Context: an optimization exercise on an open-source flow, tuned for small area and a short achievable clock period. The choices shown serve that exercise and are no tape-out recipe. The RTL of this run was laid out without a check of its function. Power is estimated from default activity; no workload was simulated.

==> flow/design.v <==
module VDC(
    input               clock,
    input               reset,    
    output logic [11:0] cnt,
    output logic [11:0] rev,
    output logic [11:0] nxt,      
    output logic        last      
);
logic [11:0] carry;
always_comb begin
    for (int i = 0; i < 12; i++) rev[i] = cnt[11-i];
end
assign carry[0] = 1'b1;
for (genvar i = 1; i < 12; i++) begin : g_carry
    assign carry[i] = &cnt[i-1:0];
end
assign nxt  = cnt ^ carry;
assign last = &cnt;
always_ff @(posedge clock)
    if (reset) cnt <= 12'd1;
    else       cnt <= nxt;
endmodule
module HWA(
    input [12:0]        in,
    input               clock_d,
    input               clock_s,
    output logic [12:0] out,
    output logic        done
);
localparam [10:0] SGN = 11'b01010001010;    
logic [11:0] l12 [0:21];
logic [9:0]  l10 [22:25];
logic [7:0]  l8  [26:29];
logic [5:0]  l6  [30:33];
logic [1:0]  l2  [34:37];
logic [11:0] q;       
logic [11:0] rq;      
logic        qlast;   
logic [10:0] seg1;    
logic [11:0] tapv;    
logic        bit_r;   
VDC vdc(.clock(clock_d), .reset(clock_s), .cnt(q), .rev(rq), .nxt(), .last(qlast));
logic       nz10;     
logic [1:0] r34;
assign nz10 = |l6[33][3:0];
assign r34  = (l6[33][5:4] == 2'd3) ? 2'd3 : l6[33][5:4] + {1'b0, nz10};
logic [10:0] seg_n;
always_comb begin
    logic [11:0] ge;      
    ge[0]  = 1'b1;
    ge[1]  = q >= 12'd2;
    ge[2]  = q >= 12'd23;
    ge[3]  = q >= 12'd101;
    ge[4]  = q >= 12'd338;
    ge[5]  = q >= 12'd1281;
    ge[6]  = q >= 12'd2814;
    ge[7]  = q >= 12'd3756;
    ge[8]  = q >= 12'd3993;
    ge[9]  = q >= 12'd4071;
    ge[10] = q >= 12'd4092;
    ge[11] = q == 12'd4095;   
    for (int s = 0; s < 11; s++) seg_n[s] = ge[s] & ~ge[s+1];
    seg_n[0] = seg_n[0] | ge[11];
end
always_comb
    tapv   = ({12{seg1[0]}}  & {l2[37], 10'b0})
           | ({12{seg1[1]}}  & {l6[33], 6'b0})
           | ({12{seg1[2]}}  & {l8[29], 4'b0})
           | ({12{seg1[3]}}  & {l10[25], 2'b0})
           | ({12{seg1[4]}}  & l12[21])
           | ({12{seg1[5]}}  & l12[19])
           | ({12{seg1[6]}}  & {l12[17][11:1], 1'b0})
           | ({12{seg1[7]}}  & {l12[13][11:3], 3'b0})
           | ({12{seg1[8]}}  & {l12[9][11:5], 5'b0})
           | ({12{seg1[9]}}  & {l12[5][11:7], 7'b0})
           | ({12{seg1[10]}} & {l12[1][11:10], 10'b0});
logic gt;
always_comb begin
    logic [11:0] g1, e1;
    logic [5:0]  g2, e2;
    logic [2:0]  g3, e3;
    for (int i = 0; i < 12; i++) begin
        g1[i] = tapv[i] & ~rq[i];
        e1[i] = ~(tapv[i] ^ rq[i]);
    end
    for (int i = 0; i < 6; i++) begin
        g2[i] = g1[2*i+1] | (e1[2*i+1] & g1[2*i]);
        e2[i] = e1[2*i+1] & e1[2*i];
    end
    for (int i = 0; i < 3; i++) begin
        g3[i] = g2[2*i+1] | (e2[2*i+1] & g2[2*i]);
        e3[i] = e2[2*i+1] & e2[2*i];
    end
    gt = g3[2] | (e3[2] & g3[1]) | (e3[2] & e3[1] & g3[0]);
end
logic [12:0] acc_carry;
assign acc_carry[0] = bit_r;
for (genvar i = 1; i < 13; i++) begin : g_acc_carry
    assign acc_carry[i] = bit_r & (&out[i-1:0]);
end
always_ff @(posedge clock_d) begin
    if (clock_s) begin
        l12[0] <= in[11:0];
        for (int j = 1; j < 22; j++) l12[j] <= l12[j-1];
        l10[22] <= {l12[21][11:3], |l12[21][2:0]};
        for (int j = 23; j < 26; j++) l10[j] <= l10[j-1];
        l8[26] <= {l10[25][9:3], |l10[25][2:0]};
        for (int j = 27; j < 30; j++) l8[j] <= l8[j-1];
        l6[30] <= {l8[29][7:3], |l8[29][2:0]};
        for (int j = 31; j < 34; j++) l6[j] <= l6[j-1];
        l2[34] <= r34;
        for (int j = 35; j < 38; j++) l2[j] <= l2[j-1];
    end
end
always_ff @(posedge clock_d) begin
    if (clock_s) begin
        out   <= 13'd0;
        done  <= 1'b0;
        seg1  <= 11'd1;                    
        bit_r <= |l2[36];                  
    end else begin
        out   <= out ^ acc_carry;
        done  <= qlast;
        seg1  <= seg_n;
        bit_r <= gt ^ |(seg1 & SGN);
    end
end
endmodule
==> flow/run.sh <==
#!/bin/bash
# synth_recipe.tcl (not shown) runs the flow's synth.tcl, then flattens the netlist and writes it again
# the make line also repeats each setting of config.mk as NAME=value (left out here)
make -C /OpenROAD-flow-scripts/flow DESIGN_CONFIG=/design/flow/config.mk WORK_HOME=/design/flow/orfs CLKGATE_MAP_FILE= SYNTH_SCRIPT=/design/flow/synth_recipe.tcl finish
==> flow/config.mk <==
export PLATFORM = sky130hd
export DESIGN_NAME = HWA
export DESIGN_NICKNAME = HWA
export VERILOG_FILES = /design/flow/design.v
export SDC_FILE = /design/flow/constraint.sdc
export NUM_CORES = 4
export LEC_CHECK = 0
export CAP_MARGIN = 20
export CORE_MARGIN = 2
export CORE_UTILIZATION = 40
export CTS_CLUSTER_DIAMETER = 100
export CTS_CLUSTER_SIZE = 28
export SETUP_SLACK_MARGIN = 4.1
export SLEW_MARGIN = 20
export SYNTH_MEMORY_MAX_BITS = 32768
==> flow/constraint.sdc <==
create_clock -name core_clock -period 6.5 [get_ports {clock_d}]
set_input_delay 1.3000 -clock core_clock [delete_from_list [all_inputs] [get_ports {clock_d}]]
set_output_delay 1.3000 -clock core_clock [all_outputs]
set_load 0.01 [all_outputs]
==> results_dict.tcl <==
set metrics [dict create \
    worstPathRequired_ns 6.90 \
    cp-end-kind "flop" \
    yosysTopAreaCell "edfxtp_1" \
    fin_util 0.451 \
    worst_pin_slew_ns 0.798 \
    antenna_found_initial 0 \
    crit_type "flop to flop" \
    avgViaCountPerCell 4.94 \
    vias 5764 \
    diodes 0 \
    clock-sinks 406 \
    initial_core_util 0.403 \
    fmax_mhz 398 \
    swShare 0.195 \
    relSlewSlack 0.468 \
    io_pins 29 \
    synthCells 646 \
    rows 67 \
    ant_nets 0 \
    synth_area_leaders "edfxtp_1, dfxtp_1, ha_1, a22oi_1, nor2_1" \
    fp.dieH_um 187 \
    max_cap_viol_count 0 \
    h-tree-depth 1 \
    grt_pass1_wl_mm 31.3 \
    p_per_area_nw_per_um2 299 \
    finalHoldViolations 0 \
    fillCellCount 2810 \
    yosys_warnings 7 \
    finalCriticalPeriod_ns 2.51 \
    clock_path_buffers 3 \
    hold_class "flop to flop" \
    internal_power_mw 3.61 \
    clk_latency_ns 0.52 \
    setup_slack_ns 3.99 \
    grt_usage 0.112 \
    cts_tree "built" \
    dp_slack_ns 3.57 \
    ir_worst_vdd_mv 0.147 \
    synth_top_area_frac 0.824 \
    synth_cell_types 49 \
    finalCritPeriodShare 0.387 \
    grt_max_degree 202 \
    worstPathMaxFanout 12 \
    yosysSeqAreaShare 0.880 \
    dr.pass1.iters 5 \
    port_buffers 27 \
    clkPwrFrac 0.289 \
    seqPwrFrac 0.681 \
    wl_per_cell_um 17.2 \
    syn_nets 680 \
    switchingPower_mw 0.877 \
    power_frac_comb 0.029 \
    cts_buffers 18 \
    drive_gt1_frac 0.131 \
    grt_remaining_overflow 0 \
    p_leak_nw 5.07 \
    slew_viol_final 0 \
    dpl.hpwl_mm 10.7 \
    die_area_um2 35000 \
    nets 740 \
    routed_wirelength_mm 20.1 \
    cts-root-buf "clkbuf_16" \
    synth_area_per_cell_um2 20.8 \
    rsz0062_at_grt "yes" \
    setup_total_negative_slack_ns 0 \
    die_x_um 187 \
    cp-start-kind "flop" \
    core_um2 33300 \
    setup_violations 0 \
    whs_ns 0.415 \
    arrival_ns 2.91 \
    drcViolationCount 0 \
    netlist_area_um2 13400 \
    status "timing/DRC/antenna clean" \
    ys_ff_latch 406 \
    path_clk_slew_ns 0.11 \
    worst_clock_skew_ns 0.0143 \
    drt_iter0_drc 564 \
    grt_pass1_vias 5640 \
    area_growth_pct 11.9 \
    hold_buffers 0 \
    place.gp.congestion 0.840 \
]
synth_stat cells, drive strengths merged:
cell type and count:
buf 3, a21boi 1, o211ai 2, a21oi 10, ha 19, clkbuf 11, xor2 7, xnor2 11
nor3 7, nand3 12, nand2 19, and2 2, dfxtp 38, a221o 1, edfxtp 368, a22o 6
nand2b 3, and3 4, or4 3, and4b 1, o31a 1, a21o 3, a221oi 6, a211o 2
nor4b 1, nand4 7, and3b 2, nor3b 4, a22oi 19, nor2 28, o41ai 2, a222oi 8
nor4 2, nand4b 1, o31ai 2, inv 15, or3 4, o21ai 5, a31oi 1, nor2b 5
path summary, 6_finish.rpt:
path	slack [ns]	cells past startpoint	start	end
max	3.99	10	seg1[5]	bit_r
min	0.41	0	l12[3][6]	l12[4][6]
max reg2reg	3.99	10	seg1[5]	bit_r
min reg2reg	0.41	0	l12[3][6]	l12[4][6]
cell families after synthesis:
kind of cell / after synthesis / share of synthesized area
XOR/XNOR: 18 / 0.0118
AO/OA/AOI/OAI: 69 / 0.0402
AND/OR/NAND/NOR: 105 / 0.0416
adder cells (fa/ha/maj): 19 / 0.0177
buffers and inverters: 29 / 0.00830
flip-flops: 406 / 0.880
power groups by stage:
stage / Sequential, mW / Clock [mW] / Combinational, mW
3_5_place_dp: 3.12 / 0 / 0.120
6_report: 3.06 / 1.30 / 0.130
4_1_cts: 3.06 / 1.36 / 0.130
2_1_floorplan: 3.10 / 0 / 0.0479
3_3_place_gp: 3.12 / 0 / 0.115
5_1_grt: 3.07 / 1.43 / 0.145
placed cells by master, fill, tap and decap left out, types with 15 or more instances in the layout:
master     count
nand2_1       19
dfxtp_1       19
a22oi_1       19
inv_1         15
ha_1          17
buf_4         23
edfxtp_1     368
nor2_1        28
clkbuf_16     20
per-layer routing:
layer / wire length, um / share of wire / GRT usage
met1: 9250 / 0.46 / 0.166
met2: 9460 / 0.47 / 0.175
met3: 1000 / 0.050 / 0.0167
met4: 395 / 0.020 / 0.0256
met5: 0 / 0 / 0
flip-flops by register name, indices dropped and copies added, names as in the netlist:
signal and count:
l8 32, l12 264, l6 24, out 13, done 1, l10 40, bit_r 1, seg1 11
vdc.cnt 12, l2 8
final cells by class:
class | count | area (um^2) | share of cell area
multi-input combinational | 211 | 1540 | 0.102
sequential | 406 | 11900 | 0.789
clock buffer | 31 | 520 | 0.0347
clock inverter | 1 | 16.3 | 0.00108
timing repair buffer | 54 | 477 | 0.0317
inverter | 15 | 56.3 | 0.00375
tap | 448 | 561 | 0.0373
metrics by stage:
| step | cells | power, mW | cell area, um^2 |
|---|---|---|---|
| 3_3_place_gp | 1109 | 3.23 | 14200 |
| 5_1_grt | 1166 | 4.65 | 15000 |
| 6_report | 1166 | 4.49 | 15000 |
| 3_5_place_dp | 1109 | 3.24 | 14200 |
| 4_1_cts | 1165 | 4.55 | 15000 |
| 2_1_floorplan | 646 | 3.14 | 13400 |
timing repair:
item                       CTS  global route
pin swaps                    7             2
setup endpoints to repair   15           160
cloned                       0             1
buffers inserted            24             0
resized for setup           74            11
worst max-delay path: stages, from the launching register on:
cell and delay [ns]:
dfxtp_4 0.44, a22o_1 0.26, a221oi_1 0.20, and3_1 0.18, nand2_1 0.07, ha_1 0.33, nand4_1 0.13, nor3_2 0.16
a221oi_2 0.09, and3_2 0.21, o31a_1 0.32

[port drivers added, routing unchanged]
Ports are ideal in the flow. The routed layout listed here was re-timed in OpenROAD. Step 1 sets driving cells, clkbuf_16 on the clock port and buf_2 on the other inputs (assumed; they add their load-dependent delay and slew). Step 2, shift: input delay + t, output delay - t, t = (earliest + latest rising clock arrival at the registers) / 2. This alone moves slack from input paths to output paths. a / b / c = ideal ports / drivers / drivers and shift; a / b = the first two.
shift t [ns]: 0.560
slack for setup (ns): 3.986 / 3.986 / 3.650
latest minus earliest clock arrival (ns): 0.017 / 0.016
After both steps this run still meets setup and hold. For this run, drivers alone change the setup slack by 0.000 ns; drivers and shift together by -0.336 ns.
